This is an optimization exercise on Yosys and OpenROAD, whose aim is small area, not a production implementation.
Function was checked by simulation only, so behaviour that the tests miss may differ from the original.
Power and IR drop assume default switching activity.

==> inputs of v34 <==
==> flow/design.v <==
module top (
    input  logic CLOCK_50,
    input  logic rst,
    input  logic uart_rx,
    output logic uart_tx
);
    logic [127:0] ra, rb;
    logic [6:0]   ph;
    logic [8:0]   timer;     
    logic [3:0]   per;       
    logic [6:0]   b;         
    logic         pay;       
    logic         txm;       
    logic         act;
    logic         match;
    logic [3:0]   s;         
    logic         cap0, cap1;    
    logic [5:0]   acc;       
    wire [6:0] ph_n = ph + 7'd1;
    wire [6:0] waddr = b[4] ? {b[1:0], b[3:2] + 2'd1, per[2:0]} : {b[3:0], per[2:0]};
    wire win  = !per[3] && !wrap && (ph_n == waddr);
    wire wa   = win && pay && !b[4];
    wire wb   = win && pay &&  b[4];
    always_ff @(posedge CLOCK_50) begin
        ra <= {ra[126:0], wa ? uart_rx : ra[127]};
        rb <= {rb[126:0], wb ? uart_rx : rb[127]};
    end
    wire [1:0] ma = ph[6:5] - b[5:4];
    wire [1:0] mb = ph[6:5] - b[3:2];
    logic atap, btap;
    always_comb begin
        case (ma)
            2'd0: atap = ra[0];
            2'd1: atap = ra[32];
            2'd2: atap = ra[64];
            default: atap = ra[96];
        endcase
        case (mb)
            2'd0: btap = rb[0];
            2'd1: btap = rb[32];
            2'd2: btap = rb[64];
            default: btap = rb[96];
        endcase
    end
    wire [3:0] c    = per + 4'd1;
    wire       p7   = !per[3] && (per[2:0] == 3'd7);
    wire       p8   = per[3] && !per[0];       
    wire       cmp  = !p7 && !p8 && !b[1];
    wire [3:0] n    = {b[0], c[2:0]};
    wire       k0   = (ph[4:3] == 2'd0);
    wire [3:0] peff = s - {3'd0, k0};
    wire       uval = k0 ? ((!s[3] && s[2:0] != 3'd0) || s == 4'd8) : !s[3];
    wire [3:0] qsum = {1'b0, ph[2:0]} + peff;
    wire       neg  = (peff[2:0] == 3'd7) ^ (ph[2:0] == 3'd7);
    wire       term = cmp && uval && (qsum == n) && (((ph[3] ? cap0 : cap1) & btap) ^ neg);
    wire [4:0] n5   = {b[1:0], c[2:0]};
    wire       kbit = !p7 && !p8 && (n5 == 5'd10 || n5 >= 5'd17);
    wire       kinc = kbit && (s == 4'hF) && (ph[4:0] == 5'd31);
    wire       capt = !s[3] && (ph[2:0] == s[2:0]);
    logic cbit;
    always_comb begin
        if (b[5])                cbit = 8'h5A >> c[2:0];    
        else if (b[2])           cbit = 8'hA6 >> c[2:0];    
        else if (b[1:0] == 2'd0) cbit = 8'h0A >> c[2:0];    
        else                     cbit = 1'b0;               
    end
    wire abit = 8'hA5 >> per[2:0];
    wire wrap = (timer == 9'd182);
    always_ff @(posedge CLOCK_50) begin
        ph <= ph_n;
        if (capt && !ph[3]) cap0 <= atap;
        if (capt &&  ph[3]) cap1 <= atap;
        if (ph[4:0] == 5'd31) s <= s + 4'd1;
        if (term || kinc) acc <= acc + 6'd1;
        if (win && !pay) match <= match & (uart_rx == abit);
        timer <= {timer[7:0], ~(timer[8] ^ timer[4])};
        if (rst) begin
            pay     <= 1'b0;
            txm     <= 1'b0;
            act     <= 1'b0;
            uart_tx <= 1'b1;
        end else if (!act) begin
            if (!uart_rx) begin
                act   <= 1'b1;
                timer <= 9'd0;
                per   <= 4'hF;
                match <= 1'b1;
                s     <= 4'hF;
                if (!pay) b <= 7'd96;
            end
        end else begin
            if (p8 && b[1:0] == 2'd0) acc <= 6'd0;
            if (wrap) begin
                timer <= 9'd0;
                per   <= per + 4'd1;
                s     <= 4'hF;
                if (txm) begin
                    if (p8) begin
                        per     <= 4'hF;
                        uart_tx <= 1'b0;
                    end else if (p7) begin
                        uart_tx <= 1'b1;
                        if (b[6] && !b[5] && b[2]) begin    
                            txm <= 1'b0;
                            act <= 1'b0;
                        end else begin
                            b <= b + 7'd1;
                        end
                    end else begin
                        uart_tx <= b[6] ? cbit : acc[0];
                        acc     <= acc >> 1;
                    end
                end else if (p7) begin
                    if (!pay) begin
                        act <= 1'b0;
                        if (match) pay <= 1'b1;
                    end else if (b[4:0] == 5'd31) begin    
                        pay <= 1'b0;
                        txm <= 1'b1;
                    end else begin
                        act <= 1'b0;
                        b   <= b + 7'd1;
                    end
                end
            end
        end
    end
endmodule
==> flow/flow/run.sh <==
#!/bin/bash
# The standard layout (standard.sh) with these changes:
#  1. synthesis maps the logic with an area-oriented ABC script (flow/abc_area.script)
#     in place of ORFS's delay-oriented one, and leaves adders to ABC instead of
#     extracting them into full/half-adder cells (ADDER_MAP_FILE empty); everything else
#     in synthesis is unchanged, so the registers are the standard synthesis's;
#  2. a smaller clock tree: clkbuf_4 only, sink clusters of up to 12 flip-flops within
#     35 um, and no dummy loads.
set -euo pipefail
cp -r "$FLOW_HOME/scripts" scripts_area
cp flow/abc_area.script scripts_area/abc_speed.script
ADDER_MAP_FILE= SCRIPTS_DIR="$PWD/scripts_area" bash standard.sh synth > synth_flow.log 2>&1
export CTS_ARGS="-sink_clustering_enable -repair_clock_nets -dont_use_dummy_load -sink_clustering_size 12 -sink_clustering_max_diameter 35 -buf_list sky130_fd_sc_hd__clkbuf_4"
bash standard.sh > standard_flow.log 2>&1
==> flow/flow/abc_area.script <==
&get -n
&st
&deepsyn -T 30
&dch -f
&nf -R 1000 -p
&put
topo
dnsize
==> flow/standard.sh <==
#!/bin/bash
# synth_recipe.tcl (not shown) runs the flow's synth.tcl, then flattens the netlist and writes it again
# the make line also repeats each setting of config.mk as NAME=value (left out here)
make -C /OpenROAD-flow-scripts/flow DESIGN_CONFIG=/design/flow/config.mk WORK_HOME=/design/flow/orfs CLKGATE_MAP_FILE= SYNTH_SCRIPT=/design/flow/synth_recipe.tcl "${@:-finish}"
==> flow/config.mk <==
export PLATFORM = sky130hd
export DESIGN_NAME = top
export DESIGN_NICKNAME = top
export VERILOG_FILES = /design/flow/design.v
export SDC_FILE = /design/flow/constraint.sdc
export NUM_CORES = 4
export LEC_CHECK = 0
export CAP_MARGIN = 20
export CORE_MARGIN = 2
export CORE_UTILIZATION = 70
export PLACE_DENSITY = 0.8
export SLEW_MARGIN = 20
==> flow/constraint.sdc <==
create_clock -name core_clock -period 20.0 [get_ports {CLOCK_50}]
set_input_delay 4.0000 -clock core_clock [delete_from_list [all_inputs] [get_ports {CLOCK_50}]]
set_output_delay 4.0000 -clock core_clock [all_outputs]
set_load 0.01 [all_outputs]
==> inputs of v22, as changes to v34 <==
==> flow/design.v (replaced) <==
module top (
    input  logic CLOCK_50,
    input  logic rst,
    input  logic uart_rx,
    output logic uart_tx
);
    localparam logic [8:0] LAST = 9'd433;    
    localparam logic [1:0] M_WAIT = 2'd0, M_PAY = 2'd1, M_TX = 2'd2;
    logic [127:0] ra, rb;
    logic [6:0]   ph;
    logic [8:0]   timer;
    logic [3:0]   per;       
    logic [6:0]   b;         
    logic [1:0]   mode;
    logic         act;
    logic         match;
    logic [3:0]   s;         
    logic [1:0]   cap;
    logic signed [6:0] acc;
    wire [6:0] ph_n = ph + 7'd1;
    wire [6:0] waddr = b[4] ? {b[1:0], b[3:2] + 2'd1, per[2:0]} : {b[3:0], per[2:0]};
    wire win  = act && (mode != M_TX) && !per[3] && (timer[8:7] == 2'b01) && (ph_n == waddr);
    wire wa   = win && (mode == M_PAY) && !b[4];
    wire wb   = win && (mode == M_PAY) &&  b[4];
    always_ff @(posedge CLOCK_50) begin
        ra <= {ra[126:0], wa ? uart_rx : ra[127]};
        rb <= {rb[126:0], wb ? uart_rx : rb[127]};
    end
    wire [1:0] ma = ph[6:5] - b[5:4];
    wire [1:0] mb = ph[6:5] - b[3:2];
    logic atap, btap;
    always_comb begin
        case (ma)
            2'd0: atap = ra[0];
            2'd1: atap = ra[32];
            2'd2: atap = ra[64];
            default: atap = ra[96];
        endcase
        case (mb)
            2'd0: btap = rb[0];
            2'd1: btap = rb[32];
            2'd2: btap = rb[64];
            default: btap = rb[96];
        endcase
    end
    wire [3:0] c    = per + 4'd1;
    wire       cmp  = !c[3] && !b[1];
    wire [3:0] n    = {b[0], c[2:0]};
    wire       k0   = (ph[4:3] == 2'd0);
    wire [3:0] peff = s - {3'd0, k0};
    wire       uval = k0 ? (s != 4'd0 && s <= 4'd8) : (s <= 4'd7);
    wire [3:0] qsum = {1'b0, ph[2:0]} + peff;
    wire       use_ = cmp && uval && (qsum == n) && cap[~ph[3]] && btap;
    wire       neg  = (peff[2:0] == 3'd7) ^ (ph[2:0] == 3'd7);
    wire       capt = (s <= 4'd7) && (ph[2:0] == s[2:0]);
    logic cbit;
    always_comb begin
        case (b)
            7'd127:  cbit = 8'h5A >> c[2:0];
            7'd64:   cbit = 8'h0A >> c[2:0];
            7'd68:   cbit = 8'hA6 >> c[2:0];
            default: cbit = 1'b0;
        endcase
    end
    wire abit = 8'hA5 >> per[2:0];
    wire wrap = (timer == LAST);
    always_ff @(posedge CLOCK_50) begin
        ph <= rst ? 7'd0 : ph_n;
        if (capt) cap[ph[3]] <= atap;
        if (ph[4:0] == 5'd31 && s != 4'd9) s <= s + 4'd1;
        if (use_) acc <= neg ? acc - 7'sd1 : acc + 7'sd1;
        if (win && mode == M_WAIT) match <= match & (uart_rx == abit);
        timer <= timer + 9'd1;
        if (rst) begin
            mode    <= M_WAIT;
            act     <= 1'b0;
            uart_tx <= 1'b1;
        end else if (!act) begin
            if (!uart_rx) begin
                act   <= 1'b1;
                timer <= 9'd0;
                per   <= 4'hF;
                match <= 1'b1;
                s     <= 4'hF;
                if (mode == M_WAIT) b <= 7'd0;
            end
        end else begin
            if (per == 4'd8 && b[1:0] == 2'd3) acc <= 7'sd0;
            if (wrap) begin
                timer <= 9'd0;
                per   <= per + 4'd1;
                s     <= 4'hF;
                if (mode == M_TX) begin
                    if (per == 4'd8) begin
                        per <= 4'hF;
                        if (b == 7'd68) begin
                            mode <= M_WAIT;
                            act  <= 1'b0;
                        end else begin
                            b       <= b + 7'd1;
                            uart_tx <= 1'b0;
                        end
                    end else if (per == 4'd7) begin
                        uart_tx <= 1'b1;
                    end else begin
                        uart_tx <= b[6] ? cbit : acc[0];
                        acc     <= acc >>> 1;
                    end
                end else if (per == 4'd7) begin
                    if (mode == M_WAIT) begin
                        act <= 1'b0;
                        if (match) mode <= M_PAY;
                    end else if (b == 7'd31) begin
                        mode <= M_TX;
                        b    <= 7'd126;
                    end else begin
                        act <= 1'b0;
                        b   <= b + 7'd1;
                    end
                end
            end
        end
    end
endmodule
==> flow/run.sh (new file) <==
#!/bin/bash
# synth_recipe.tcl (not shown) runs the flow's synth.tcl, then flattens the netlist and writes it again
# the make line also repeats each setting of config.mk as NAME=value (left out here)
make -C /OpenROAD-flow-scripts/flow DESIGN_CONFIG=/design/flow/config.mk WORK_HOME=/design/flow/orfs CLKGATE_MAP_FILE= SYNTH_SCRIPT=/design/flow/synth_recipe.tcl finish
--- a/flow/config.mk
+++ b/flow/config.mk
@@ -9,4 +9,3 @@
 export CORE_MARGIN = 2
-export CORE_UTILIZATION = 70
-export PLACE_DENSITY = 0.8
+export CORE_UTILIZATION = 40
 export SLEW_MARGIN = 20
removed: flow/flow/run.sh
removed: flow/flow/abc_area.script
removed: flow/standard.sh
==> inputs of v8, as changes to v34 <==
==> flow/flow/run.sh (replaced) <==
#!/bin/bash
# The standard layout (standard.sh) with two changes:
#  1. synthesis maps the logic with an area-oriented ABC script (flow/abc_area.script)
#     in place of ORFS's delay-oriented one; everything else in synthesis is unchanged,
#     so the registers are the standard synthesis's;
#  2. a smaller clock tree: clkbuf_4 only, sink clusters of up to 11 flip-flops within
#     35 um, and no dummy loads.
set -euo pipefail
cp -r "$FLOW_HOME/scripts" scripts_area
cp flow/abc_area.script scripts_area/abc_speed.script
SCRIPTS_DIR="$PWD/scripts_area" bash standard.sh synth > synth_flow.log 2>&1
export CTS_ARGS="-sink_clustering_enable -repair_clock_nets -dont_use_dummy_load -sink_clustering_size 11 -sink_clustering_max_diameter 35 -buf_list sky130_fd_sc_hd__clkbuf_4"
bash standard.sh > standard_flow.log 2>&1
==> flow/flow/abc_area.script (replaced) <==
&get -n
&st
&syn2
&dch -f
&nf -R 1000 -p
&put
topo
dnsize
--- a/flow/config.mk
+++ b/flow/config.mk
@@ -9,4 +9,3 @@
 export CORE_MARGIN = 2
-export CORE_UTILIZATION = 70
-export PLACE_DENSITY = 0.8
+export CORE_UTILIZATION = 60
 export SLEW_MARGIN = 20
==> metrics list <==
* Proportion of synthesized area in mux cells: 0.8408%
* Outcome: finished clean
* Flop pwr share: 71.6%
- Dividing the detail-routed wire length by the instance count gives 15.60 um.
* Switching Share: 20.13%
* Areal power density over the cells: 109.4 nW/um^2
* Global routing usage summed across all routing layers: 19.92%
- Portion of the clock cycle consumed by the worst path in the final layout: 27.38%
- Length of routed met2 wiring: 5082 um
- At the worst endpoint, the arrival time is 1.48 ns.
- For met2 alone, demand over resource in global routing was 31.42%.
- Registers take 6136 um^2.
- FP Rows: 37
* Fraction of final layout cells with drive strength greater than 1: 5.566%
- Fraction of met3 tracks used by global routing: 4.681%
- Routed length on met3: 550 um
The numbers above come from v34.

==> metrics list <==
* Switching Share: 20.38%
- The run finished with no timing, DRC or antenna violations.
* Areal power density over the cells: 121.3 nW/um^2
* Register area: 6166 um^2
* Fraction of final layout cells with drive strength greater than 1: 8.204%
* Flop pwr share: 53.5%
- Proportion of synthesized area in mux cells: 2.138%
- The initial antenna violation count was 0.
- FP Rows: 52
- Routed length on met3: 519 um
* WP data arrival: 6.10 ns
* Length of routed met2 wiring: 5133 um
- In the final routed layout, each cell accounts on average for 13.13 um.
- In the global route stage, overall resource usage came out at 11.45%.
- Fraction of met3 tracks used by global routing: 2.669%
The numbers above come from v22.

==> metrics list <==
* Register area: 6136 um^2
* WP data arrival: 5.84 ns
- Average wire length per cell after detail routing: 13.43 um
* Global routing met2 resource utilization: 22.49%
- Outcome: finished clean
* Length of routed met2 wiring: 4112 um
- Global routing consumed, on the met3 layer, 4.325% of the routing resources.
- Proportion of synthesized area in mux cells: 1.383%
- Of the cells placed in the final design, the portion with a size suffix greater than 1 is 6.927%.
- Registers are responsible for 69.9% of the overall power.
- Routed length on met3: 407 um
* Switching Share: 20.22%
- After layout, the worst path uses 28.08% of the clock period.
The numbers above come from v8.

[port drivers added, routing unchanged]
Ports are ideal in the flow. The routed layouts listed here were re-timed in OpenROAD. Step 1: set_driving_cell puts a clkbuf_16 on CLOCK_50 and a buf_2 on each other input, an assumption about the parent block. Step 2 adds t to the input delays and takes it off the output delays; t is the mean of the earliest and latest rising clock arrival at the registers after step 1. Input paths then give back, and output paths get back, about the clock's delay inside the block. a / b / c = ideal / step 1 / step 2; a / b = the first two.
run | t, ns | slack for setup (ns) | worst hold slack (ns) | clock arrival spread, ns
v34 | 0.621 | 14.524 / 14.494 / 14.042 | 0.269 / 0.269 / 0.269 | 0.075 / 0.075
v22 | 0.577 | 14.193 / 14.206 / 13.630 | 0.322 / 0.322 / 0.322 | 0.009 / 0.009
v8 | 0.608 | 14.383 / 14.392 / 13.784 | 0.303 / 0.303 / 0.303 | 0.074 / 0.074
After both steps setup and hold are still met in every run listed. The setup slack of v8, which loses most, moves by +0.009 ns with the drivers and by -0.599 ns with both steps.
